Context: an optimization exercise on an open-source flow, tuned for small area and a short achievable clock period. The choices shown serve that exercise and are no tape-out recipe.
RTL that was checked went through simulation tests only; none was proved equivalent to the original.
For runs 2 and 3, only the layout was checked, not whether the RTL still works.

==> flow/design.v, too long to show whole: its modules and the start of the top module <==
// module full_adder: 10 lines
// module final_adder: 244 lines
// module fp32_unpacker: 20 lines
// module fp32_aligner: 18 lines
// module wallace_tree_8_inputs: 507 lines
// module fp32_normalizer_rounder: 471 lines
// module fp32_packer: 14 lines
// module fp32_adder_tree_8_inputs: 851 lines
module fp32_adder_tree_8_inputs (
    input wire clk,
    input wire rst_n,
    input wire [127:0] dvr_fp32addtree8to1_s0,
    input wire [127:0] dvr_fp32addtree8to1_s1,
    input wire [2:0] cru_fp32addtree8to1,
    output wire [127:0] dr_fp32addtree8to1_d
);
  // ...
==> flow/flow/run.sh <==
#!/bin/bash
# Layout flow: ORFS, with two changes to its synthesis script and a setup
# margin for timing repair.
#  - synthesis: Yosys's generic synth step runs without its quick ABC pass, so
#    the full adders written in the RTL reach extract_fa as written (no
#    inverters around them); the final ABC mapping uses flow/abc.script.
#  - layout: standard steps; repair_timing aims at SETUP_SLACK_MARGIN; the
#    port buffers are the platform's smallest buffer.
# Each tool's output goes to ORFS's own logs (orfs/logs/...); make's output to flow.log.
set -euo pipefail
HERE=$(pwd)
FL=$HERE/flow
source $FL/params.sh
sed -e 's#^source \$::env(SCRIPTS_DIR)/synth_preamble.tcl#&\nset abc_args [lreplace $abc_args 1 1 '"$FL"'/abc.script]#' \
    -e 's#synth -top \$::env(DESIGN_NAME) -run fine: {\*}\$synth_full_args#& -noabc#' \
    $FLOW_HOME/scripts/synth.tcl > $HERE/my_synth.tcl
grep -q -- '-noabc' $HERE/my_synth.tcl
grep -q 'abc.script\]' $HERE/my_synth.tcl
sed -e "s#source \$::env(SCRIPTS_DIR)/synth.tcl#source $HERE/my_synth.tcl#" synth_recipe.tcl > my_synth_recipe.tcl
grep -q my_synth.tcl my_synth_recipe.tcl
sed -e "s#SYNTH_SCRIPT=[^ ]*#SYNTH_SCRIPT=$HERE/my_synth_recipe.tcl#" standard.sh > my_standard.sh
grep -q my_synth_recipe.tcl my_standard.sh
export SETUP_SLACK_MARGIN=$MARGIN
# every port still gets a buffer, the smallest one
export BUFFER_PORTS_ARGS="${PORTBUF:--buffer_cell sky130_fd_sc_hd__buf_1}"
bash my_standard.sh finish > flow.log 2>&1
==> flow/flow/abc.script <==
strash
dch
map -B 0.9
topo
mfs
strash
dch
map -B 0.9
topo
stime -c
buffer -c
upsize -c
dnsize -c
==> flow/flow/params.sh <==
MARGIN=42

==> flow/standard.sh <==
#!/bin/bash
# synth_recipe.tcl (not shown) runs the flow's synth.tcl, then flattens the netlist and writes it again
# the make line also repeats each setting of config.mk as NAME=value (left out here)
make -C /OpenROAD-flow-scripts/flow DESIGN_CONFIG=/design/flow/config.mk WORK_HOME=/design/flow/orfs CLKGATE_MAP_FILE= SYNTH_SCRIPT=/design/flow/synth_recipe.tcl "${@:-finish}"
==> flow/config.mk <==
export PLATFORM = sky130hd
export DESIGN_NAME = fp32_adder_tree_8_inputs
export DESIGN_NICKNAME = fp32_adder_tree_8_inputs
export VERILOG_FILES = /design/flow/design.v
export SDC_FILE = /design/flow/constraint.sdc
export NUM_CORES = 8
export LEC_CHECK = 0
export ABC_AREA = 1
export CAP_MARGIN = 20
export CORE_MARGIN = 2
export CORE_UTILIZATION = 55
export SLEW_MARGIN = 20
==> flow/constraint.sdc <==
create_clock -name core_clock -period 64.0 [get_ports {clk}]
set_input_delay 12.8000 -clock core_clock [delete_from_list [all_inputs] [get_ports {clk}]]
set_output_delay 12.8000 -clock core_clock [all_outputs]
set_load 0.01 [all_outputs]
==> flow_metrics.env, run 1 <==
export IMPL_placement_setup_worst_slack_ps=39300
export IMPL_timing_critical_path_from="dvr_fp32addtree8to1_s1[72]"
export IMPL_synth_top_cell_area_share_pct=19.63
export IMPL_setup_viol=0
export IMPL_synth_seq_area_share_pct=5.296
export IMPL_grt_overflow_total=0
export IMPL_synthDominantAreaCellType="sky130_fd_sc_hd__nand2_1"
export IMPL_cts_setup_buffers=3
export IMPL_synth_xor_area_share_pct=7.978
export IMPL_status="finished clean"
export IMPL_slowest_delay_ps=610
export IMPL_share_of_cell_area_taken_by_multi_input_logic_gates_pct=78.96
export IMPL_worst_ep_required_time_ps=64230
export IMPL_dominant_cell_class="multi-input combinational cells"
export IMPL_vias_in_the_first_global_route=34230
export IMPL_multiInputCombCellCount=4601
export IMPL_fp_dieArea_um2=61250
export IMPL_htreeDepth=3
export IMPL_tritoncts_sinks=86
export IMPL_combined_area_of_all_synthesized_cells_um2=32610
export IMPL_inverters=625
export IMPL_largest_register_ff_count=36
export IMPL_groute_layer_met3_usage_pct=9.061
export IMPL_groute_layer_met2_usage_pct=65.75
export IMPL_routed_top_layer="met5"
export IMPL_detail_route_first_pass_iterations=9
export IMPL_yosys_area_share_simple_pct=37.45
==> module fp32_normalizer_rounder, before the edit <==
module fp32_normalizer_rounder (
    input  wire [34:0] mag,
    input  wire [7:0]  exp_in,      
    output wire [30:0] res,         
    output wire        overflow
);
    wire [31:0] lim = (exp_in <= 8'd32) ? (32'd1 << (6'd32 - exp_in[5:0])) : 32'd0;
    wire [63:0] lzv = {mag | {3'b000, lim}, 1'b1, 28'b0};
    wire lz_z0_0 = ~lzv[63];
    wire lz_z0_1 = ~lzv[62];
    wire lz_z0_2 = ~lzv[61];
    wire lz_z0_3 = ~lzv[60];
    wire lz_z0_4 = ~lzv[59];
    wire lz_z0_5 = ~lzv[58];
    wire lz_z0_6 = ~lzv[57];
    wire lz_z0_7 = ~lzv[56];
    wire lz_z0_8 = ~lzv[55];
    wire lz_z0_9 = ~lzv[54];
    wire lz_z0_10 = ~lzv[53];
    wire lz_z0_11 = ~lzv[52];
    wire lz_z0_12 = ~lzv[51];
    wire lz_z0_13 = ~lzv[50];
    wire lz_z0_14 = ~lzv[49];
    wire lz_z0_15 = ~lzv[48];
    wire lz_z0_16 = ~lzv[47];
    wire lz_z0_17 = ~lzv[46];
    wire lz_z0_18 = ~lzv[45];
    wire lz_z0_19 = ~lzv[44];
    wire lz_z0_20 = ~lzv[43];
    wire lz_z0_21 = ~lzv[42];
    wire lz_z0_22 = ~lzv[41];
    wire lz_z0_23 = ~lzv[40];
    wire lz_z0_24 = ~lzv[39];
    wire lz_z0_25 = ~lzv[38];
    wire lz_z0_26 = ~lzv[37];
    wire lz_z0_27 = ~lzv[36];
    wire lz_z0_28 = ~lzv[35];
    wire lz_z0_29 = ~lzv[34];
    wire lz_z0_30 = ~lzv[33];
    wire lz_z0_31 = ~lzv[32];
    wire lz_z0_32 = ~lzv[31];
    wire lz_z0_33 = ~lzv[30];
    wire lz_z0_34 = ~lzv[29];
    wire lz_z0_35 = ~lzv[28];
    wire lz_z0_36 = ~lzv[27];
    wire lz_z0_37 = ~lzv[26];
    wire lz_z0_38 = ~lzv[25];
    wire lz_z0_39 = ~lzv[24];
    wire lz_z0_40 = ~lzv[23];
    wire lz_z0_41 = ~lzv[22];
    wire lz_z0_42 = ~lzv[21];
    wire lz_z0_43 = ~lzv[20];
    wire lz_z0_44 = ~lzv[19];
    wire lz_z0_45 = ~lzv[18];
    wire lz_z0_46 = ~lzv[17];
    wire lz_z0_47 = ~lzv[16];
    wire lz_z0_48 = ~lzv[15];
    wire lz_z0_49 = ~lzv[14];
    wire lz_z0_50 = ~lzv[13];
    wire lz_z0_51 = ~lzv[12];
    wire lz_z0_52 = ~lzv[11];
    wire lz_z0_53 = ~lzv[10];
    wire lz_z0_54 = ~lzv[9];
    wire lz_z0_55 = ~lzv[8];
    wire lz_z0_56 = ~lzv[7];
    wire lz_z0_57 = ~lzv[6];
    wire lz_z0_58 = ~lzv[5];
    wire lz_z0_59 = ~lzv[4];
    wire lz_z0_60 = ~lzv[3];
    wire lz_z0_61 = ~lzv[2];
    wire lz_z0_62 = ~lzv[1];
    wire lz_z0_63 = ~lzv[0];
    wire lz_z1_0 = lz_z0_0 & lz_z0_1;
    wire [0:0] lz_c1_0 = lz_z0_0;
    wire lz_z1_1 = lz_z0_2 & lz_z0_3;
    wire [0:0] lz_c1_1 = lz_z0_2;
    wire lz_z1_2 = lz_z0_4 & lz_z0_5;
    wire [0:0] lz_c1_2 = lz_z0_4;
    wire lz_z1_3 = lz_z0_6 & lz_z0_7;
    wire [0:0] lz_c1_3 = lz_z0_6;
    wire lz_z1_4 = lz_z0_8 & lz_z0_9;
    wire [0:0] lz_c1_4 = lz_z0_8;
    wire lz_z1_5 = lz_z0_10 & lz_z0_11;
    wire [0:0] lz_c1_5 = lz_z0_10;
    wire lz_z1_6 = lz_z0_12 & lz_z0_13;
    wire [0:0] lz_c1_6 = lz_z0_12;
    wire lz_z1_7 = lz_z0_14 & lz_z0_15;
    wire [0:0] lz_c1_7 = lz_z0_14;
    wire lz_z1_8 = lz_z0_16 & lz_z0_17;
    wire [0:0] lz_c1_8 = lz_z0_16;
    wire lz_z1_9 = lz_z0_18 & lz_z0_19;
    wire [0:0] lz_c1_9 = lz_z0_18;
    wire lz_z1_10 = lz_z0_20 & lz_z0_21;
    wire [0:0] lz_c1_10 = lz_z0_20;
    wire lz_z1_11 = lz_z0_22 & lz_z0_23;
    wire [0:0] lz_c1_11 = lz_z0_22;
    wire lz_z1_12 = lz_z0_24 & lz_z0_25;
    wire [0:0] lz_c1_12 = lz_z0_24;
    wire lz_z1_13 = lz_z0_26 & lz_z0_27;
    wire [0:0] lz_c1_13 = lz_z0_26;
    wire lz_z1_14 = lz_z0_28 & lz_z0_29;
    wire [0:0] lz_c1_14 = lz_z0_28;
    wire lz_z1_15 = lz_z0_30 & lz_z0_31;
    wire [0:0] lz_c1_15 = lz_z0_30;
    wire lz_z1_16 = lz_z0_32 & lz_z0_33;
    wire [0:0] lz_c1_16 = lz_z0_32;
    wire lz_z1_17 = lz_z0_34 & lz_z0_35;
    wire [0:0] lz_c1_17 = lz_z0_34;
    wire lz_z1_18 = lz_z0_36 & lz_z0_37;
    wire [0:0] lz_c1_18 = lz_z0_36;
    wire lz_z1_19 = lz_z0_38 & lz_z0_39;
    wire [0:0] lz_c1_19 = lz_z0_38;
    wire lz_z1_20 = lz_z0_40 & lz_z0_41;
    wire [0:0] lz_c1_20 = lz_z0_40;
    wire lz_z1_21 = lz_z0_42 & lz_z0_43;
    wire [0:0] lz_c1_21 = lz_z0_42;
    wire lz_z1_22 = lz_z0_44 & lz_z0_45;
    wire [0:0] lz_c1_22 = lz_z0_44;
    wire lz_z1_23 = lz_z0_46 & lz_z0_47;
    wire [0:0] lz_c1_23 = lz_z0_46;
    wire lz_z1_24 = lz_z0_48 & lz_z0_49;
    wire [0:0] lz_c1_24 = lz_z0_48;
    wire lz_z1_25 = lz_z0_50 & lz_z0_51;
    wire [0:0] lz_c1_25 = lz_z0_50;
    wire lz_z1_26 = lz_z0_52 & lz_z0_53;
    wire [0:0] lz_c1_26 = lz_z0_52;
    wire lz_z1_27 = lz_z0_54 & lz_z0_55;
    wire [0:0] lz_c1_27 = lz_z0_54;
    wire lz_z1_28 = lz_z0_56 & lz_z0_57;
    wire [0:0] lz_c1_28 = lz_z0_56;
    wire lz_z1_29 = lz_z0_58 & lz_z0_59;
    wire [0:0] lz_c1_29 = lz_z0_58;
    wire lz_z1_30 = lz_z0_60 & lz_z0_61;
    wire [0:0] lz_c1_30 = lz_z0_60;
    wire lz_z1_31 = lz_z0_62 & lz_z0_63;
    wire [0:0] lz_c1_31 = lz_z0_62;
    wire lz_z2_0 = lz_z1_0 & lz_z1_1;
    wire [1:0] lz_c2_0 = lz_z1_0 ? {1'b1, lz_c1_1} : {1'b0, lz_c1_0};
    wire lz_z2_1 = lz_z1_2 & lz_z1_3;
    wire [1:0] lz_c2_1 = lz_z1_2 ? {1'b1, lz_c1_3} : {1'b0, lz_c1_2};
    wire lz_z2_2 = lz_z1_4 & lz_z1_5;
    wire [1:0] lz_c2_2 = lz_z1_4 ? {1'b1, lz_c1_5} : {1'b0, lz_c1_4};
    wire lz_z2_3 = lz_z1_6 & lz_z1_7;
    wire [1:0] lz_c2_3 = lz_z1_6 ? {1'b1, lz_c1_7} : {1'b0, lz_c1_6};
    wire lz_z2_4 = lz_z1_8 & lz_z1_9;
    wire [1:0] lz_c2_4 = lz_z1_8 ? {1'b1, lz_c1_9} : {1'b0, lz_c1_8};
    wire lz_z2_5 = lz_z1_10 & lz_z1_11;
    wire [1:0] lz_c2_5 = lz_z1_10 ? {1'b1, lz_c1_11} : {1'b0, lz_c1_10};
    wire lz_z2_6 = lz_z1_12 & lz_z1_13;
    wire [1:0] lz_c2_6 = lz_z1_12 ? {1'b1, lz_c1_13} : {1'b0, lz_c1_12};
    wire lz_z2_7 = lz_z1_14 & lz_z1_15;
    wire [1:0] lz_c2_7 = lz_z1_14 ? {1'b1, lz_c1_15} : {1'b0, lz_c1_14};
    wire lz_z2_8 = lz_z1_16 & lz_z1_17;
    wire [1:0] lz_c2_8 = lz_z1_16 ? {1'b1, lz_c1_17} : {1'b0, lz_c1_16};
    wire lz_z2_9 = lz_z1_18 & lz_z1_19;
    wire [1:0] lz_c2_9 = lz_z1_18 ? {1'b1, lz_c1_19} : {1'b0, lz_c1_18};
    wire lz_z2_10 = lz_z1_20 & lz_z1_21;
    wire [1:0] lz_c2_10 = lz_z1_20 ? {1'b1, lz_c1_21} : {1'b0, lz_c1_20};
    wire lz_z2_11 = lz_z1_22 & lz_z1_23;
    wire [1:0] lz_c2_11 = lz_z1_22 ? {1'b1, lz_c1_23} : {1'b0, lz_c1_22};
    wire lz_z2_12 = lz_z1_24 & lz_z1_25;
    wire [1:0] lz_c2_12 = lz_z1_24 ? {1'b1, lz_c1_25} : {1'b0, lz_c1_24};
    wire lz_z2_13 = lz_z1_26 & lz_z1_27;
    wire [1:0] lz_c2_13 = lz_z1_26 ? {1'b1, lz_c1_27} : {1'b0, lz_c1_26};
    wire lz_z2_14 = lz_z1_28 & lz_z1_29;
    wire [1:0] lz_c2_14 = lz_z1_28 ? {1'b1, lz_c1_29} : {1'b0, lz_c1_28};
    wire lz_z2_15 = lz_z1_30 & lz_z1_31;
    wire [1:0] lz_c2_15 = lz_z1_30 ? {1'b1, lz_c1_31} : {1'b0, lz_c1_30};
    wire lz_z3_0 = lz_z2_0 & lz_z2_1;
    wire [2:0] lz_c3_0 = lz_z2_0 ? {1'b1, lz_c2_1} : {1'b0, lz_c2_0};
    wire lz_z3_1 = lz_z2_2 & lz_z2_3;
    wire [2:0] lz_c3_1 = lz_z2_2 ? {1'b1, lz_c2_3} : {1'b0, lz_c2_2};
    wire lz_z3_2 = lz_z2_4 & lz_z2_5;
    wire [2:0] lz_c3_2 = lz_z2_4 ? {1'b1, lz_c2_5} : {1'b0, lz_c2_4};
    wire lz_z3_3 = lz_z2_6 & lz_z2_7;
    wire [2:0] lz_c3_3 = lz_z2_6 ? {1'b1, lz_c2_7} : {1'b0, lz_c2_6};
    wire lz_z3_4 = lz_z2_8 & lz_z2_9;
    wire [2:0] lz_c3_4 = lz_z2_8 ? {1'b1, lz_c2_9} : {1'b0, lz_c2_8};
    wire lz_z3_5 = lz_z2_10 & lz_z2_11;
    wire [2:0] lz_c3_5 = lz_z2_10 ? {1'b1, lz_c2_11} : {1'b0, lz_c2_10};
    wire lz_z3_6 = lz_z2_12 & lz_z2_13;
    wire [2:0] lz_c3_6 = lz_z2_12 ? {1'b1, lz_c2_13} : {1'b0, lz_c2_12};
    wire lz_z3_7 = lz_z2_14 & lz_z2_15;
    wire [2:0] lz_c3_7 = lz_z2_14 ? {1'b1, lz_c2_15} : {1'b0, lz_c2_14};
    wire lz_z4_0 = lz_z3_0 & lz_z3_1;
    wire [3:0] lz_c4_0 = lz_z3_0 ? {1'b1, lz_c3_1} : {1'b0, lz_c3_0};
    wire lz_z4_1 = lz_z3_2 & lz_z3_3;
    wire [3:0] lz_c4_1 = lz_z3_2 ? {1'b1, lz_c3_3} : {1'b0, lz_c3_2};
    wire lz_z4_2 = lz_z3_4 & lz_z3_5;
    wire [3:0] lz_c4_2 = lz_z3_4 ? {1'b1, lz_c3_5} : {1'b0, lz_c3_4};
    wire lz_z4_3 = lz_z3_6 & lz_z3_7;
    wire [3:0] lz_c4_3 = lz_z3_6 ? {1'b1, lz_c3_7} : {1'b0, lz_c3_6};
    wire lz_z5_0 = lz_z4_0 & lz_z4_1;
    wire [4:0] lz_c5_0 = lz_z4_0 ? {1'b1, lz_c4_1} : {1'b0, lz_c4_0};
    wire lz_z5_1 = lz_z4_2 & lz_z4_3;
    wire [4:0] lz_c5_1 = lz_z4_2 ? {1'b1, lz_c4_3} : {1'b0, lz_c4_2};
    wire lz_z6_0 = lz_z5_0 & lz_z5_1;
    wire [5:0] lz_c6_0 = lz_z5_0 ? {1'b1, lz_c5_1} : {1'b0, lz_c5_0};
    wire [5:0] sh = lz_c6_0;
    wire [34:0] n1 = sh[5] ? {mag[2:0], 32'b0} : mag;
    wire [34:0] n2 = sh[4] ? {n1[18:0], 16'b0} : n1;
    wire [34:0] n3 = sh[3] ? {n2[26:0], 8'b0} : n2;
    wire [34:0] n4 = sh[2] ? {n3[30:0], 4'b0} : n3;
    wire [34:0] n5 = sh[1] ? {n4[32:0], 2'b0} : n4;
    wire [34:0] nn = sh[0] ? {n5[33:0], 1'b0} : n5;
    wire normal = nn[34];
    wire g = nn[10];
    wire r = nn[9];
    wire st = |(mag[8:0] & (9'h1ff >> sh));
    wire rnd = g & (r | st | nn[11]);
    wire [8:0] e3 = {1'b0, exp_in} + 9'd3;
    wire [8:0] e4 = {1'b0, exp_in} + 9'd4;
    wire [8:0] nsh = ~{3'b0, sh};
    wire [8:0] x3, x4;
    wire xe_1 = e3[0] & nsh[0];
    wire xe_2 = e3[1] & nsh[1];
    wire xe_3 = e3[2] & nsh[2];
    wire xe_4 = e3[3] & nsh[3];
    wire xe_5 = e3[4] & nsh[4];
    wire xe_6 = e3[5] & nsh[5];
    wire xe_7 = e3[6] & nsh[6];
    wire xe_8 = e3[7] & nsh[7];
    wire xe_9 = e3[8] & nsh[8];
    wire xe_10 = e3[0] ^ nsh[0];
    wire xe_11 = e3[1] ^ nsh[1];
    wire xe_12 = e3[2] ^ nsh[2];
    wire xe_13 = e3[3] ^ nsh[3];
    wire xe_14 = e3[4] ^ nsh[4];
    wire xe_15 = e3[5] ^ nsh[5];
    wire xe_16 = e3[6] ^ nsh[6];
    wire xe_17 = e3[7] ^ nsh[7];
    wire xe_18 = e3[8] ^ nsh[8];
    wire xe_19 = xe_1 | (xe_10 & 1'b1);
    wire xe_20 = xe_2 | (xe_11 & xe_19);
    wire xe_21 = xe_11 & xe_10;
    wire xe_22 = xe_3 | (xe_12 & xe_2);
    wire xe_23 = xe_12 & xe_11;
    wire xe_24 = xe_4 | (xe_13 & xe_3);
    wire xe_25 = xe_13 & xe_12;
    wire xe_26 = xe_5 | (xe_14 & xe_4);
    wire xe_27 = xe_14 & xe_13;
    wire xe_28 = xe_6 | (xe_15 & xe_5);
    wire xe_29 = xe_15 & xe_14;
    wire xe_30 = xe_7 | (xe_16 & xe_6);
    wire xe_31 = xe_16 & xe_15;
    wire xe_32 = xe_8 | (xe_17 & xe_7);
    wire xe_33 = xe_17 & xe_16;
    wire xe_34 = xe_9 | (xe_18 & xe_8);
    wire xe_35 = xe_18 & xe_17;
    wire xe_36 = xe_22 | (xe_23 & xe_19);
    wire xe_37 = xe_23 & xe_10;
    wire xe_38 = xe_24 | (xe_25 & xe_20);
    wire xe_39 = xe_25 & xe_21;
    wire xe_40 = xe_26 | (xe_27 & xe_22);
    wire xe_41 = xe_27 & xe_23;
    wire xe_42 = xe_28 | (xe_29 & xe_24);
    wire xe_43 = xe_29 & xe_25;
    wire xe_44 = xe_30 | (xe_31 & xe_26);
    wire xe_45 = xe_31 & xe_27;
    wire xe_46 = xe_32 | (xe_33 & xe_28);
    wire xe_47 = xe_33 & xe_29;
    wire xe_48 = xe_34 | (xe_35 & xe_30);
    wire xe_49 = xe_35 & xe_31;
    wire xe_50 = xe_40 | (xe_41 & xe_19);
    wire xe_51 = xe_41 & xe_10;
    wire xe_52 = xe_42 | (xe_43 & xe_20);
    wire xe_53 = xe_43 & xe_21;
    wire xe_54 = xe_44 | (xe_45 & xe_36);
    wire xe_55 = xe_45 & xe_37;
    wire xe_56 = xe_46 | (xe_47 & xe_38);
    wire xe_57 = xe_47 & xe_39;
    wire xe_58 = xe_48 | (xe_49 & xe_40);
    wire xe_59 = xe_49 & xe_41;
    wire xe_60 = xe_58 | (xe_59 & xe_19);
    wire xe_61 = xe_59 & xe_10;
    assign x3[0] = xe_10 ^ 1'b1;
    assign x3[1] = xe_11 ^ xe_19;
    assign x3[2] = xe_12 ^ xe_20;
    assign x3[3] = xe_13 ^ xe_36;
    assign x3[4] = xe_14 ^ xe_38;
    assign x3[5] = xe_15 ^ xe_50;
    assign x3[6] = xe_16 ^ xe_52;
    assign x3[7] = xe_17 ^ xe_54;
    assign x3[8] = xe_18 ^ xe_56;
    wire xe_62 = e4[0] & nsh[0];
    wire xe_63 = e4[1] & nsh[1];
    wire xe_64 = e4[2] & nsh[2];
    wire xe_65 = e4[3] & nsh[3];
    wire xe_66 = e4[4] & nsh[4];
    wire xe_67 = e4[5] & nsh[5];
    wire xe_68 = e4[6] & nsh[6];
    wire xe_69 = e4[7] & nsh[7];
    wire xe_70 = e4[8] & nsh[8];
    wire xe_71 = e4[0] ^ nsh[0];
    wire xe_72 = e4[1] ^ nsh[1];
    wire xe_73 = e4[2] ^ nsh[2];
    wire xe_74 = e4[3] ^ nsh[3];
    wire xe_75 = e4[4] ^ nsh[4];
    wire xe_76 = e4[5] ^ nsh[5];
    wire xe_77 = e4[6] ^ nsh[6];
    wire xe_78 = e4[7] ^ nsh[7];
    wire xe_79 = e4[8] ^ nsh[8];
    wire xe_80 = xe_62 | (xe_71 & 1'b1);
    wire xe_81 = xe_63 | (xe_72 & xe_80);
    wire xe_82 = xe_72 & xe_71;
    wire xe_83 = xe_64 | (xe_73 & xe_63);
    wire xe_84 = xe_73 & xe_72;
    wire xe_85 = xe_65 | (xe_74 & xe_64);
    wire xe_86 = xe_74 & xe_73;
    wire xe_87 = xe_66 | (xe_75 & xe_65);
    wire xe_88 = xe_75 & xe_74;
    wire xe_89 = xe_67 | (xe_76 & xe_66);
    wire xe_90 = xe_76 & xe_75;
    wire xe_91 = xe_68 | (xe_77 & xe_67);
    wire xe_92 = xe_77 & xe_76;
    wire xe_93 = xe_69 | (xe_78 & xe_68);
    wire xe_94 = xe_78 & xe_77;
    wire xe_95 = xe_70 | (xe_79 & xe_69);
    wire xe_96 = xe_79 & xe_78;
    wire xe_97 = xe_83 | (xe_84 & xe_80);
    wire xe_98 = xe_84 & xe_71;
    wire xe_99 = xe_85 | (xe_86 & xe_81);
    wire xe_100 = xe_86 & xe_82;
    wire xe_101 = xe_87 | (xe_88 & xe_83);
    wire xe_102 = xe_88 & xe_84;
    wire xe_103 = xe_89 | (xe_90 & xe_85);
    wire xe_104 = xe_90 & xe_86;
    wire xe_105 = xe_91 | (xe_92 & xe_87);
    wire xe_106 = xe_92 & xe_88;
    wire xe_107 = xe_93 | (xe_94 & xe_89);
    wire xe_108 = xe_94 & xe_90;
    wire xe_109 = xe_95 | (xe_96 & xe_91);
    wire xe_110 = xe_96 & xe_92;
    wire xe_111 = xe_101 | (xe_102 & xe_80);
    wire xe_112 = xe_102 & xe_71;
    wire xe_113 = xe_103 | (xe_104 & xe_81);
    wire xe_114 = xe_104 & xe_82;
    wire xe_115 = xe_105 | (xe_106 & xe_97);
    wire xe_116 = xe_106 & xe_98;
    wire xe_117 = xe_107 | (xe_108 & xe_99);
    wire xe_118 = xe_108 & xe_100;
    wire xe_119 = xe_109 | (xe_110 & xe_101);
    wire xe_120 = xe_110 & xe_102;
    wire xe_121 = xe_119 | (xe_120 & xe_80);
    wire xe_122 = xe_120 & xe_71;
    assign x4[0] = xe_71 ^ 1'b1;
    assign x4[1] = xe_72 ^ xe_80;
    assign x4[2] = xe_73 ^ xe_81;
    assign x4[3] = xe_74 ^ xe_97;
    assign x4[4] = xe_75 ^ xe_99;
    assign x4[5] = xe_76 ^ xe_111;
    assign x4[6] = xe_77 ^ xe_113;
    assign x4[7] = xe_78 ^ xe_115;
    assign x4[8] = xe_79 ^ xe_117;
    wire ov3 = x3 >= 9'd255;
    wire ov4 = x4 >= 9'd255;
    wire [22:0] mr;
    wire [22:0] mant = nn[33:11];
    wire rn_1 = mant[1] & mant[0];
    wire rn_2 = mant[2] & mant[1];
    wire rn_3 = mant[3] & mant[2];
    wire rn_4 = mant[4] & mant[3];
    wire rn_5 = mant[5] & mant[4];
    wire rn_6 = mant[6] & mant[5];
    wire rn_7 = mant[7] & mant[6];
    wire rn_8 = mant[8] & mant[7];
    wire rn_9 = mant[9] & mant[8];
    wire rn_10 = mant[10] & mant[9];
    wire rn_11 = mant[11] & mant[10];
    wire rn_12 = mant[12] & mant[11];
    wire rn_13 = mant[13] & mant[12];
    wire rn_14 = mant[14] & mant[13];
    wire rn_15 = mant[15] & mant[14];
    wire rn_16 = mant[16] & mant[15];
    wire rn_17 = mant[17] & mant[16];
    wire rn_18 = mant[18] & mant[17];
    wire rn_19 = mant[19] & mant[18];
    wire rn_20 = mant[20] & mant[19];
    wire rn_21 = mant[21] & mant[20];
    wire rn_22 = mant[22] & mant[21];
    wire rn_23 = rn_2 & mant[0];
    wire rn_24 = rn_3 & rn_1;
    wire rn_25 = rn_4 & rn_2;
    wire rn_26 = rn_5 & rn_3;
    wire rn_27 = rn_6 & rn_4;
    wire rn_28 = rn_7 & rn_5;
    wire rn_29 = rn_8 & rn_6;
    wire rn_30 = rn_9 & rn_7;
    wire rn_31 = rn_10 & rn_8;
    wire rn_32 = rn_11 & rn_9;
    wire rn_33 = rn_12 & rn_10;
    wire rn_34 = rn_13 & rn_11;
    wire rn_35 = rn_14 & rn_12;
    wire rn_36 = rn_15 & rn_13;
    wire rn_37 = rn_16 & rn_14;
    wire rn_38 = rn_17 & rn_15;
    wire rn_39 = rn_18 & rn_16;
    wire rn_40 = rn_19 & rn_17;
    wire rn_41 = rn_20 & rn_18;
    wire rn_42 = rn_21 & rn_19;
    wire rn_43 = rn_22 & rn_20;
    wire rn_44 = rn_25 & mant[0];
    wire rn_45 = rn_26 & rn_1;
    wire rn_46 = rn_27 & rn_23;
    wire rn_47 = rn_28 & rn_24;
    wire rn_48 = rn_29 & rn_25;
    wire rn_49 = rn_30 & rn_26;
    wire rn_50 = rn_31 & rn_27;
    wire rn_51 = rn_32 & rn_28;
    wire rn_52 = rn_33 & rn_29;
    wire rn_53 = rn_34 & rn_30;
    wire rn_54 = rn_35 & rn_31;
    wire rn_55 = rn_36 & rn_32;
    wire rn_56 = rn_37 & rn_33;
    wire rn_57 = rn_38 & rn_34;
    wire rn_58 = rn_39 & rn_35;
    wire rn_59 = rn_40 & rn_36;
    wire rn_60 = rn_41 & rn_37;
    wire rn_61 = rn_42 & rn_38;
    wire rn_62 = rn_43 & rn_39;
    wire rn_63 = rn_48 & mant[0];
    wire rn_64 = rn_49 & rn_1;
    wire rn_65 = rn_50 & rn_23;
    wire rn_66 = rn_51 & rn_24;
    wire rn_67 = rn_52 & rn_44;
    wire rn_68 = rn_53 & rn_45;
    wire rn_69 = rn_54 & rn_46;
    wire rn_70 = rn_55 & rn_47;
    wire rn_71 = rn_56 & rn_48;
    wire rn_72 = rn_57 & rn_49;
    wire rn_73 = rn_58 & rn_50;
    wire rn_74 = rn_59 & rn_51;
    wire rn_75 = rn_60 & rn_52;
    wire rn_76 = rn_61 & rn_53;
    wire rn_77 = rn_62 & rn_54;
    wire rn_78 = rn_71 & mant[0];
    wire rn_79 = rn_72 & rn_1;
    wire rn_80 = rn_73 & rn_23;
    wire rn_81 = rn_74 & rn_24;
    wire rn_82 = rn_75 & rn_44;
    wire rn_83 = rn_76 & rn_45;
    wire rn_84 = rn_77 & rn_46;
    assign mr[0] = mant[0] ^ rnd;
    assign mr[1] = mant[1] ^ (rnd & mant[0]);
    assign mr[2] = mant[2] ^ (rnd & rn_1);
    assign mr[3] = mant[3] ^ (rnd & rn_23);
    assign mr[4] = mant[4] ^ (rnd & rn_24);
    assign mr[5] = mant[5] ^ (rnd & rn_44);
    assign mr[6] = mant[6] ^ (rnd & rn_45);
    assign mr[7] = mant[7] ^ (rnd & rn_46);
    assign mr[8] = mant[8] ^ (rnd & rn_47);
    assign mr[9] = mant[9] ^ (rnd & rn_63);
    assign mr[10] = mant[10] ^ (rnd & rn_64);
    assign mr[11] = mant[11] ^ (rnd & rn_65);
    assign mr[12] = mant[12] ^ (rnd & rn_66);
    assign mr[13] = mant[13] ^ (rnd & rn_67);
    assign mr[14] = mant[14] ^ (rnd & rn_68);
    assign mr[15] = mant[15] ^ (rnd & rn_69);
    assign mr[16] = mant[16] ^ (rnd & rn_70);
    assign mr[17] = mant[17] ^ (rnd & rn_78);
    assign mr[18] = mant[18] ^ (rnd & rn_79);
    assign mr[19] = mant[19] ^ (rnd & rn_80);
    assign mr[20] = mant[20] ^ (rnd & rn_81);
    assign mr[21] = mant[21] ^ (rnd & rn_82);
    assign mr[22] = mant[22] ^ (rnd & rn_83);
    wire rn_85 = rnd & rn_84;
    wire cm = rn_85;
    wire [7:0] er = normal ? (cm ? x4[7:0] : x3[7:0]) : {7'b0, cm};
    assign overflow = normal & (cm ? ov4 : ov3);
    assign res = {er, mr};
endmodule
==> run 2, diff against run 1 <==
--- a/flow/design.v
+++ b/flow/design.v
@@ -1012,146 +1012,14 @@
     wire [8:0] nsh = ~{3'b0, sh};
     wire [8:0] x3, x4;
-    wire xe_1 = e3[0] & nsh[0];
-    wire xe_2 = e3[1] & nsh[1];
-    wire xe_3 = e3[2] & nsh[2];
-    wire xe_4 = e3[3] & nsh[3];
-    wire xe_5 = e3[4] & nsh[4];
-    wire xe_6 = e3[5] & nsh[5];
-    wire xe_7 = e3[6] & nsh[6];
-    wire xe_8 = e3[7] & nsh[7];
-    wire xe_9 = e3[8] & nsh[8];
-    wire xe_10 = e3[0] ^ nsh[0];
-    wire xe_11 = e3[1] ^ nsh[1];
-    wire xe_12 = e3[2] ^ nsh[2];
-    wire xe_13 = e3[3] ^ nsh[3];
-    wire xe_14 = e3[4] ^ nsh[4];
-    wire xe_15 = e3[5] ^ nsh[5];
-    wire xe_16 = e3[6] ^ nsh[6];
-    wire xe_17 = e3[7] ^ nsh[7];
-    wire xe_18 = e3[8] ^ nsh[8];
-    wire xe_19 = xe_1 | (xe_10 & 1'b1);
-    wire xe_20 = xe_2 | (xe_11 & xe_19);
-    wire xe_21 = xe_11 & xe_10;
-    wire xe_22 = xe_3 | (xe_12 & xe_2);
-    wire xe_23 = xe_12 & xe_11;
-    wire xe_24 = xe_4 | (xe_13 & xe_3);
-    wire xe_25 = xe_13 & xe_12;
-    wire xe_26 = xe_5 | (xe_14 & xe_4);
-    wire xe_27 = xe_14 & xe_13;
-    wire xe_28 = xe_6 | (xe_15 & xe_5);
-    wire xe_29 = xe_15 & xe_14;
-    wire xe_30 = xe_7 | (xe_16 & xe_6);
-    wire xe_31 = xe_16 & xe_15;
-    wire xe_32 = xe_8 | (xe_17 & xe_7);
-    wire xe_33 = xe_17 & xe_16;
-    wire xe_34 = xe_9 | (xe_18 & xe_8);
-    wire xe_35 = xe_18 & xe_17;
-    wire xe_36 = xe_22 | (xe_23 & xe_19);
-    wire xe_37 = xe_23 & xe_10;
-    wire xe_38 = xe_24 | (xe_25 & xe_20);
-    wire xe_39 = xe_25 & xe_21;
-    wire xe_40 = xe_26 | (xe_27 & xe_22);
-    wire xe_41 = xe_27 & xe_23;
-    wire xe_42 = xe_28 | (xe_29 & xe_24);
-    wire xe_43 = xe_29 & xe_25;
-    wire xe_44 = xe_30 | (xe_31 & xe_26);
-    wire xe_45 = xe_31 & xe_27;
-    wire xe_46 = xe_32 | (xe_33 & xe_28);
-    wire xe_47 = xe_33 & xe_29;
-    wire xe_48 = xe_34 | (xe_35 & xe_30);
-    wire xe_49 = xe_35 & xe_31;
-    wire xe_50 = xe_40 | (xe_41 & xe_19);
-    wire xe_51 = xe_41 & xe_10;
-    wire xe_52 = xe_42 | (xe_43 & xe_20);
-    wire xe_53 = xe_43 & xe_21;
-    wire xe_54 = xe_44 | (xe_45 & xe_36);
-    wire xe_55 = xe_45 & xe_37;
-    wire xe_56 = xe_46 | (xe_47 & xe_38);
-    wire xe_57 = xe_47 & xe_39;
-    wire xe_58 = xe_48 | (xe_49 & xe_40);
-    wire xe_59 = xe_49 & xe_41;
-    wire xe_60 = xe_58 | (xe_59 & xe_19);
-    wire xe_61 = xe_59 & xe_10;
-    assign x3[0] = xe_10 ^ 1'b1;
-    assign x3[1] = xe_11 ^ xe_19;
-    assign x3[2] = xe_12 ^ xe_20;
-    assign x3[3] = xe_13 ^ xe_36;
-    assign x3[4] = xe_14 ^ xe_38;
-    assign x3[5] = xe_15 ^ xe_50;
-    assign x3[6] = xe_16 ^ xe_52;
-    assign x3[7] = xe_17 ^ xe_54;
-    assign x3[8] = xe_18 ^ xe_56;
-    wire xe_62 = e4[0] & nsh[0];
-    wire xe_63 = e4[1] & nsh[1];
-    wire xe_64 = e4[2] & nsh[2];
-    wire xe_65 = e4[3] & nsh[3];
-    wire xe_66 = e4[4] & nsh[4];
-    wire xe_67 = e4[5] & nsh[5];
-    wire xe_68 = e4[6] & nsh[6];
-    wire xe_69 = e4[7] & nsh[7];
-    wire xe_70 = e4[8] & nsh[8];
-    wire xe_71 = e4[0] ^ nsh[0];
-    wire xe_72 = e4[1] ^ nsh[1];
-    wire xe_73 = e4[2] ^ nsh[2];
-    wire xe_74 = e4[3] ^ nsh[3];
-    wire xe_75 = e4[4] ^ nsh[4];
-    wire xe_76 = e4[5] ^ nsh[5];
-    wire xe_77 = e4[6] ^ nsh[6];
-    wire xe_78 = e4[7] ^ nsh[7];
-    wire xe_79 = e4[8] ^ nsh[8];
-    wire xe_80 = xe_62 | (xe_71 & 1'b1);
-    wire xe_81 = xe_63 | (xe_72 & xe_80);
-    wire xe_82 = xe_72 & xe_71;
-    wire xe_83 = xe_64 | (xe_73 & xe_63);
-    wire xe_84 = xe_73 & xe_72;
-    wire xe_85 = xe_65 | (xe_74 & xe_64);
-    wire xe_86 = xe_74 & xe_73;
-    wire xe_87 = xe_66 | (xe_75 & xe_65);
-    wire xe_88 = xe_75 & xe_74;
-    wire xe_89 = xe_67 | (xe_76 & xe_66);
-    wire xe_90 = xe_76 & xe_75;
-    wire xe_91 = xe_68 | (xe_77 & xe_67);
-    wire xe_92 = xe_77 & xe_76;
-    wire xe_93 = xe_69 | (xe_78 & xe_68);
-    wire xe_94 = xe_78 & xe_77;
-    wire xe_95 = xe_70 | (xe_79 & xe_69);
-    wire xe_96 = xe_79 & xe_78;
-    wire xe_97 = xe_83 | (xe_84 & xe_80);
-    wire xe_98 = xe_84 & xe_71;
-    wire xe_99 = xe_85 | (xe_86 & xe_81);
-    wire xe_100 = xe_86 & xe_82;
-    wire xe_101 = xe_87 | (xe_88 & xe_83);
-    wire xe_102 = xe_88 & xe_84;
-    wire xe_103 = xe_89 | (xe_90 & xe_85);
-    wire xe_104 = xe_90 & xe_86;
-    wire xe_105 = xe_91 | (xe_92 & xe_87);
-    wire xe_106 = xe_92 & xe_88;
-    wire xe_107 = xe_93 | (xe_94 & xe_89);
-    wire xe_108 = xe_94 & xe_90;
-    wire xe_109 = xe_95 | (xe_96 & xe_91);
-    wire xe_110 = xe_96 & xe_92;
-    wire xe_111 = xe_101 | (xe_102 & xe_80);
-    wire xe_112 = xe_102 & xe_71;
-    wire xe_113 = xe_103 | (xe_104 & xe_81);
-    wire xe_114 = xe_104 & xe_82;
-    wire xe_115 = xe_105 | (xe_106 & xe_97);
-    wire xe_116 = xe_106 & xe_98;
-    wire xe_117 = xe_107 | (xe_108 & xe_99);
-    wire xe_118 = xe_108 & xe_100;
-    wire xe_119 = xe_109 | (xe_110 & xe_101);
-    wire xe_120 = xe_110 & xe_102;
-    wire xe_121 = xe_119 | (xe_120 & xe_80);
-    wire xe_122 = xe_120 & xe_71;
-    assign x4[0] = xe_71 ^ 1'b1;
-    assign x4[1] = xe_72 ^ xe_80;
-    assign x4[2] = xe_73 ^ xe_81;
-    assign x4[3] = xe_74 ^ xe_97;
-    assign x4[4] = xe_75 ^ xe_99;
-    assign x4[5] = xe_76 ^ xe_111;
-    assign x4[6] = xe_77 ^ xe_113;
-    assign x4[7] = xe_78 ^ xe_115;
-    assign x4[8] = xe_79 ^ xe_117;
-    wire ov3 = x3 >= 9'd255;
-    wire ov4 = x4 >= 9'd255;
+    wire [6:0] l3 = {1'b0, e3[5:0]} + {1'b0, ~sh} + 7'd1;
+    wire [6:0] l4 = {1'b0, e4[5:0]} + {1'b0, ~sh} + 7'd1;
+    wire [2:0] h3m = e3[8:6] - 3'd1;
+    wire [2:0] h4m = e4[8:6] - 3'd1;
+    assign x3 = {l3[6] ? e3[8:6] : h3m, l3[5:0]};
+    assign x4 = {l4[6] ? e4[8:6] : h4m, l4[5:0]};
+    wire [8:0] t3 = {1'b0, exp_in} - 9'd252;
+    wire [8:0] t4 = {1'b0, exp_in} - 9'd251;
+    wire ov3 = ~t3[8] & ({3'b0, sh} <= t3);
+    wire ov4 = ~t4[8] & ({3'b0, sh} <= t4);
     wire [22:0] mr;
     wire [22:0] mant = nn[33:11];
==> flow/flow/abc.script (replaced) <==
strash
dch
map -B 0.9
topo
mfs
strash
dch
map -B 0.9
topo
mfs
strash
dch
map -B 0.9
topo
stime -c
==> flow/flow/params.sh (replaced) <==
MARGIN=43

--- a/flow/config.mk
+++ b/flow/config.mk
@@ -9,4 +9,4 @@
 export CAP_MARGIN = 20
 export CORE_MARGIN = 2
-export CORE_UTILIZATION = 55
+export CORE_UTILIZATION = 40
 export SLEW_MARGIN = 20
==> run 2 against run 1 <==
  * Count of clock-buffer cells in the layout unchanged
  * Largest cell class unchanged
  * Global-route usage down 7.1 points
  * Synthesized area down 3.6%
==> flow_metrics.env, run 2 <==
export IMPL_route_antenna_remaining_nets=0
export IMPL_totalNegativeSetupSlack_ps=0
export IMPL_path_buf_inv=6
export IMPL_drt_total_wl_um=147900
export IMPL_post_synth_inst_count=5341
export IMPL_critical_path_class="in -> reg"
export IMPL_floorplan_core_area_um2=77590
export IMPL_worst_setup_path_start_kind="primary input"
export IMPL_finished_layout_cells=7066
export IMPL_largest_register_ff_count=36
export IMPL_timing_critical_path_mode_cell="sky130_fd_sc_hd__nand2_2"
export IMPL_ioPinCount=389
export IMPL_crit_family="adder cells"
export IMPL_share_of_cells_above_drive_strength_1_pct=15.68
export IMPL_grt_setup_unrepaired="true"
export IMPL_synth_lib_cells_used_distinct=43
export IMPL_report_final_hold_viol_count=0
export IMPL_antenna_found_initial=8
export IMPL_mostFrequentLayoutCell="sky130_fd_sc_hd__nand2_1"
export IMPL_netlist_top_cells_count="sky130_fd_sc_hd__nand2_1 (1744), sky130_fd_sc_hd__o21ai_0 (672), sky130_fd_sc_hd__clkinv_1 (617), sky130_fd_sc_hd__nor2_1 (459), sky130_fd_sc_hd__nand3_1 (446)"
export IMPL_wire_per_inst_um=20.93
export IMPL_cp_arrival_ps=21380
export IMPL_status="finished clean"
export IMPL_vias_per_cell=5.624
export IMPL_layout_core_utilization_pct=51.90
export IMPL_postSynth_asyncResetShare_pct=1.163
export IMPL_groute_usage_overall_pct=34.42
export IMPL_slew_headroom_pct=17.90
export IMPL_detail_route_first_pass_iterations=7
export IMPL_combined_area_of_all_synthesized_cells_um2=31440
export IMPL_timing_critical_path_from="dvr_fp32addtree8to1_s1[62]"
export IMPL_clock_path_buffers=2
export IMPL_fp_dieArea_um2=80870
export IMPL_hold_crit_path_type="in -> async"
export IMPL_synth_enable_flop_cells=0
export IMPL_detailedRoute_firstIterationViolations=4049
export IMPL_htreeDepth=3
export IMPL_clock_root_buffer="sky130_fd_sc_hd__clkbuf_16"
export IMPL_yosys_top_cells_area="sky130_fd_sc_hd__nand2_1 (21%), sky130_fd_sc_hd__fa_1 (15%), sky130_fd_sc_hd__o21ai_0 (11%)"
export IMPL_synth_seq_area_share_pct=5.491
export IMPL_detailed_placer_s_ending_hpwl_um=118800
export IMPL_worst_ep_required_time_ps=64250
export IMPL_timing_final_crit_period_ps=21120
export IMPL_gp_routability_congestion=1.015
export IMPL_synth_warning_count=1
export IMPL_synthesis_nets=5982
export IMPL_report_final_slew_viol_count=0
export IMPL_grt_overflow_total=0
export IMPL_vias_in_the_first_global_route=36360
export IMPL_die_h_um=284.4
export IMPL_synthDominantAreaCellType="sky130_fd_sc_hd__nand2_1"
export IMPL_registers_top_by_ff_count="row_a_q"
export IMPL_cts_hold_fix_buffers=0
export IMPL_detail_route_drc_violations=0
export IMPL_rows=102
export IMPL_tritoncts_sinks=86
export IMPL_pin_count_of_the_biggest_net_entering_global_routing=46
export IMPL_place_port_buffers=388
export IMPL_maxCapViolCount=0
export IMPL_path_clk_slew_ps=70
export IMPL_routed_via_count=39740
export IMPL_syn_avg_cell_area_um2=5.887
export IMPL_grt_first_pass_wirelength_um=217500
export IMPL_layout_common_cells="sky130_fd_sc_hd__nand2_1 (1676), sky130_fd_sc_hd__o21ai_0 (558), sky130_fd_sc_hd__clkinv_1 (537)"
export IMPL_timing_critical_path_fanout_max=8
export IMPL_finalNetCount=6658
export IMPL_synth_top_cell_area_share_pct=20.82
export IMPL_setup_viol=0
export IMPL_cts_made_buffers=9
export IMPL_tightest_slew_ps=1224
export IMPL_die_w_um=284.4
export IMPL_synth_most_common_cell="sky130_fd_sc_hd__nand2_1"
export IMPL_ys_seq_elements=86
export IMPL_largest_registers="row_a_q (36), row_b_q (35), emax_q (8)"
export IMPL_yosys_most_used_dff="sky130_fd_sc_hd__dfxtp_1"
export IMPL_floorplan_initialDensity_pct=40.52
export IMPL_cp_end_kind="flip-flop"
export IMPL_post_place_cells=6808
export IMPL_final_min_period_over_clock_period_pct=33.00
export IMPL_area_growth_syn_to_layout_pct=28.09
export IMPL_slowest_delay_ps=670
export IMPL_slowest_stage="sky130_fd_sc_hd__fa_2"
export IMPL_achievable_frequency_mhz=47.34
export IMPL_cts_tree="built"
run 2: cell families (layout without fill, tap and decap cells):
kind of cell	Yosys count	count (layout)	synth area share [%]
AO/OA/AOI/OAI	967	969	16.97
XOR/XNOR	297	299	8.273
adder cells (fa/ha/maj)	380	380	20.66
buffers and inverters	617	1278	7.366
flip-flops	86	86	5.491
multiplexers	90	90	2.865
other	0	4	0
AND/OR/NAND/NOR	2904	2920	38.38
run 2: layer usage:
layer | share of wire [%] | wire (µm) | up-vias | GRT usage (%)
li1 | - | - | 19120 | -
met4 | 5.0 | 7332 | 10 | 14.14
met1 | 41 | 61330 | 18450 | 44.97
met5 | 0.050 | 74 | - | 0
met3 | 7.5 | 11040 | 363 | 4.422
met2 | 46 | 68080 | 1795 | 57.20
run 2: path summary, 6_finish.rpt:
path / endpoint / slack [ps] / cells after the start
min in group core_clock: seg_q[0]$_DFF_P_ / 12530 / 1
max: row_a_q[29]$_DFF_P_ / 42880 / 46
min: valid_q$_DFF_PN0_ / 12180 / 1
max in group asynchronous: valid_q$_DFF_PN0_ / 51720 / 1
run 2: what timing repair did:
action / in CTS / in global routing
setup endpoints to repair: 192 / 192
pin swaps: 91 / 286
buffers inserted: 87 / 125
gates cloned: 18 / 8
gates resized for setup: 322 / 589
hold endpoints to repair: 0 / 0
run 2: cell type report:
| class | count | area, µm² |
|---|---|---|
| Fill cell | 8218 | 37320 |
| Multi-Input combinational cell | 4658 | 30580 |
| Timing Repair Buffer | 641 | 3790 |
| Inverter | 617 | 2542 |
| Sequential cell | 86 | 1727 |
| Tap cell | 1040 | 1301 |
| Clock buffer | 9 | 225.2 |
| Clock inverter | 7 | 73.82 |
| Timing Repair inverter | 4 | 26.28 |
| Antenna cell | 4 | 10.01 |
run 2: through the flow:
step	instance area, µm²	hold WS (ps)	setup WS [ps]
detailed placement	34750	12570	40090
global route	40270	12170	42620
floorplan	31690	12500	43030
CTS	37000	12160	42980
finish	40270	12180	42880
global placement	34750	12560	40050
==> run 3, diff against run 2 <==
==> flow/flow/params.sh (replaced) <==
MARGIN=42.5

==> run 3 against run 2 <==
  * Die area stayed put
  * Worst hold slack worse by 24 ps
  * Via count is 1.9% lower
  * Design area is 6.3% lower
  * Setup slack worse by 43 ps
  * Highest routed layer unchanged
  * Wire length is 2.7% lower
  * Sequential cell count stayed put
  * Count of clock-buffer cells in the layout stayed put
  * Critical path type unchanged
  * Global-route usage is 0.51 points lower
  * Non-clock buffer count is 93 lower
  * Final cell count is 1.4% lower
==> flow_metrics.env, run 3 <==
export IMPL_maxCapViolCount=0
export IMPL_die_w_um=284.4
export IMPL_path_clk_slew_ps=90
export IMPL_finalNetCount=6559
export IMPL_slowest_stage="sky130_fd_sc_hd__fa_2"
export IMPL_fillers=8589
export IMPL_clock_path_buffers=2
export IMPL_cp_end_kind="flip-flop"
export IMPL_synth_seq_area_share_pct=5.491
export IMPL_placement_setup_worst_slack_ps=39850
export IMPL_mostFrequentLayoutCell="sky130_fd_sc_hd__nand2_1"
export IMPL_pin_count_of_the_biggest_net_entering_global_routing=46
export IMPL_floorplan_initialDensity_pct=40.52
export IMPL_status="finished clean"
export IMPL_multi_input_area_um2=29030
export IMPL_area_growth_syn_to_layout_pct=19.97
export IMPL_postSynth_asyncResetShare_pct=1.163
export IMPL_die_h_um=284.4
export IMPL_registers_top_by_ff_count="row_a_q"
export IMPL_synth_enable_flop_cells=0
export IMPL_combined_area_of_all_synthesized_cells_um2=31440
export IMPL_synthesis_nets=5982
export IMPL_ioPinCount=389
export IMPL_fp_dieArea_um2=80870
export IMPL_area_sequential_um2=1727
export IMPL_synthDominantAreaCellType="sky130_fd_sc_hd__nand2_1"
export IMPL_slowest_delay_ps=800
export IMPL_cts_tree="built"
export IMPL_setup_viol=0
export IMPL_tightest_slew_ps=1153
export IMPL_gp_routability_congestion=1.058
export IMPL_vias_per_cell=5.597
export IMPL_place_port_buffers=388
export IMPL_timing_critical_path_fanout_max=20
export IMPL_largest_register_ff_count=36
export IMPL_yosys_most_used_dff="sky130_fd_sc_hd__dfxtp_1"
export IMPL_syn_avg_cell_area_um2=5.887
export IMPL_synth_top_cell_area_share_pct=20.82
export IMPL_vias_in_the_first_global_route=35930
export IMPL_antenna_found_initial=4
export IMPL_detail_route_first_pass_iterations=6
export IMPL_wire_per_inst_um=20.65
export IMPL_grt_overflow_total=0
export IMPL_largest_registers="row_a_q (36), row_b_q (35), emax_q (8)"
export IMPL_report_final_slew_viol_count=0
export IMPL_yosys_top_cells_area="sky130_fd_sc_hd__nand2_1 (21%), sky130_fd_sc_hd__fa_1 (15%), sky130_fd_sc_hd__o21ai_0 (11%)"
export IMPL_timing_final_crit_period_ps=21160
export IMPL_groute_usage_overall_pct=33.91
export IMPL_detailed_placer_s_ending_hpwl_um=118400
export IMPL_cp_arrival_ps=21420
export IMPL_grt_first_pass_wirelength_um=214100
export IMPL_tritoncts_sinks=86
export IMPL_totalNegativeSetupSlack_ps=0
export IMPL_timing_critical_path_mode_cell="sky130_fd_sc_hd__nand2_1"
export IMPL_achievable_frequency_mhz=47.25
export IMPL_cts_made_buffers=9
export IMPL_finalWorstSetupSlack_ps=42840
export IMPL_synth_lib_cells_used_distinct=43
export IMPL_route_antenna_remaining_nets=0
export IMPL_slew_headroom_pct=22.64
export IMPL_final_min_period_over_clock_period_pct=33.07
export IMPL_htreeDepth=3
export IMPL_grt_setup_unrepaired="true"
export IMPL_layout_common_cells="sky130_fd_sc_hd__nand2_1 (1714), sky130_fd_sc_hd__o21ai_0 (595), sky130_fd_sc_hd__clkinv_1 (553)"
export IMPL_clock_root_buffer="sky130_fd_sc_hd__clkbuf_16"
export IMPL_worst_setup_path_start_kind="primary input"
export IMPL_floorplan_core_area_um2=77590
export IMPL_synth_warning_count=1
export IMPL_share_of_cells_above_drive_strength_1_pct=9.607
export IMPL_rows=102
export IMPL_ys_seq_elements=86
export IMPL_netlist_top_cells_count="sky130_fd_sc_hd__nand2_1 (1744), sky130_fd_sc_hd__o21ai_0 (672), sky130_fd_sc_hd__clkinv_1 (617), sky130_fd_sc_hd__nor2_1 (459), sky130_fd_sc_hd__nand3_1 (446)"
export IMPL_synth_most_common_cell="sky130_fd_sc_hd__nand2_1"
export IMPL_report_final_hold_viol_count=0
export IMPL_critical_path_class="in -> reg"
export IMPL_worst_ep_required_time_ps=64250
export IMPL_post_synth_inst_count=5341
export IMPL_drt_total_wl_um=143800
export IMPL_detailedRoute_firstIterationViolations=4085
export IMPL_detail_route_drc_violations=0
export IMPL_hold_crit_path_type="in -> async"
export IMPL_routed_via_count=38980
[run 3: layout make-up]
| type | count | share of cell area, % |
|---|---|---|
| flip-flops and latches | 86 | 4.577 |
| inverters | 617 | 6.511 |
| clock buffers | 9 | 0.5971 |
| clock inverters | 7 | 0.1891 |
| repair buffers | 548 | 7.692 |
| diodes | 2 | 0.01327 |
| well taps | 1040 | 3.450 |
| multi-input cells | 4655 | 76.95 |
| repair inverters | 1 | 0.01990 |
[run 3: how the worst max path moves through the flow]
stage	cells after the start	endpoint	start	slack (ps)
finish	47	row_a_q[1]$_DFF_P_	dvr_fp32addtree8to1_s1[73]	42840
global route	43	row_a_q[1]$_DFF_P_	dvr_fp32addtree8to1_s1[25]	42450
CTS	43	row_a_q[1]$_DFF_P_	dvr_fp32addtree8to1_s1[13]	42470
detailed placement	40	row_a_q[1]$_DFF_P_	dvr_fp32addtree8to1_s1[121]	39850
global placement	37	row_a_q[1]$_DFF_P_	dvr_fp32addtree8to1_s1[121]	39770
floorplan	43	row_a_q[1]$_DFF_P_	dvr_fp32addtree8to1_s1[25]	42460
[run 3: critical path, delay by kind of cell]
family,cells,cell delay [ps]
AOI/OAI and AO/OA,10,1720
xor gates and xnor gates,1,250
adders and majority gates,6,2740
and+or+nand+nor,23,3000
buffers and inverters,7,890
[run 3: layer usage]
layer  wire (µm)  global-route usage (%)  up-vias
li1            -                       -    18930
met2       65310                   56.22     1611
met3        9454                   3.531      355
met1       60600                   44.18    18080
met5          41                       0        -
met4        8433                   15.91        6
[run 3: logic make-up after synthesis]
| logic type | after synthesis | share of synthesized area (%) |
|---|---|---|
| xor+xnor | 297 | 8.273 |
| flops | 86 | 5.491 |
| compound gates | 967 | 16.97 |
| simple gates | 2904 | 38.38 |
| fa+ha+maj | 380 | 20.66 |
| buf+inv | 617 | 7.366 |
| mux | 90 | 2.865 |
[run 3: stage by stage]
stage               utilization, %  instances  hold slack [ps]  cell area (µm²)
finish                       48.61       6965            12160            37720
global route                 48.61       6963            12160            37720
CTS                          46.40       6881            12150            36000
detailed placement           44.72       6812            12560            34700
global placement             44.72       6812            12560            34700
floorplan                        -       5341            12500            31610
[run 3: what timing repair did]
item,in CTS,in global routing
buffers inserted,45,69
gates cloned,8,13
resized for setup,171,310
hold buffers,0,0
endpoints found under the setup margin,192,192
pin swaps,41,102

what the ideal ports hide:
How much do the figures lean on ideal ports? The routed layouts below were timed once more, with nothing changed but the port constraints.
Step 1 sets driving cells, clkbuf_16 on the clock port and buf_2 on the other inputs (assumed; they add their load-dependent delay and slew).
Step 2 moves the port delays by t, midway between the first and last clock arrival at a register: inputs arrive t later, outputs are due t later. That takes back most of the time a late clock gives input paths.
Slacks: ideal ports / drivers / drivers and shift; pairs: ideal ports / drivers.
run | t (ns) | setup slack, ns | hold WS [ns] | worst data-port slew with drivers (ns)
run 1 | 0.428 | 42.196 / 42.227 / 41.799 | 12.184 / 12.159 / 12.587 | 0.11
run 2 | 0.424 | 42.878 / 42.909 / 42.485 | 12.182 / 12.157 / 12.581 | 0.10
run 3 | 0.422 | 42.835 / 42.862 / 42.439 | 12.157 / 12.137 / 12.560 | 0.10
After both steps every run listed still meets setup and hold. The setup slack of run 1, which loses most, moves by +0.031 ns with the drivers and by -0.397 ns with both steps.
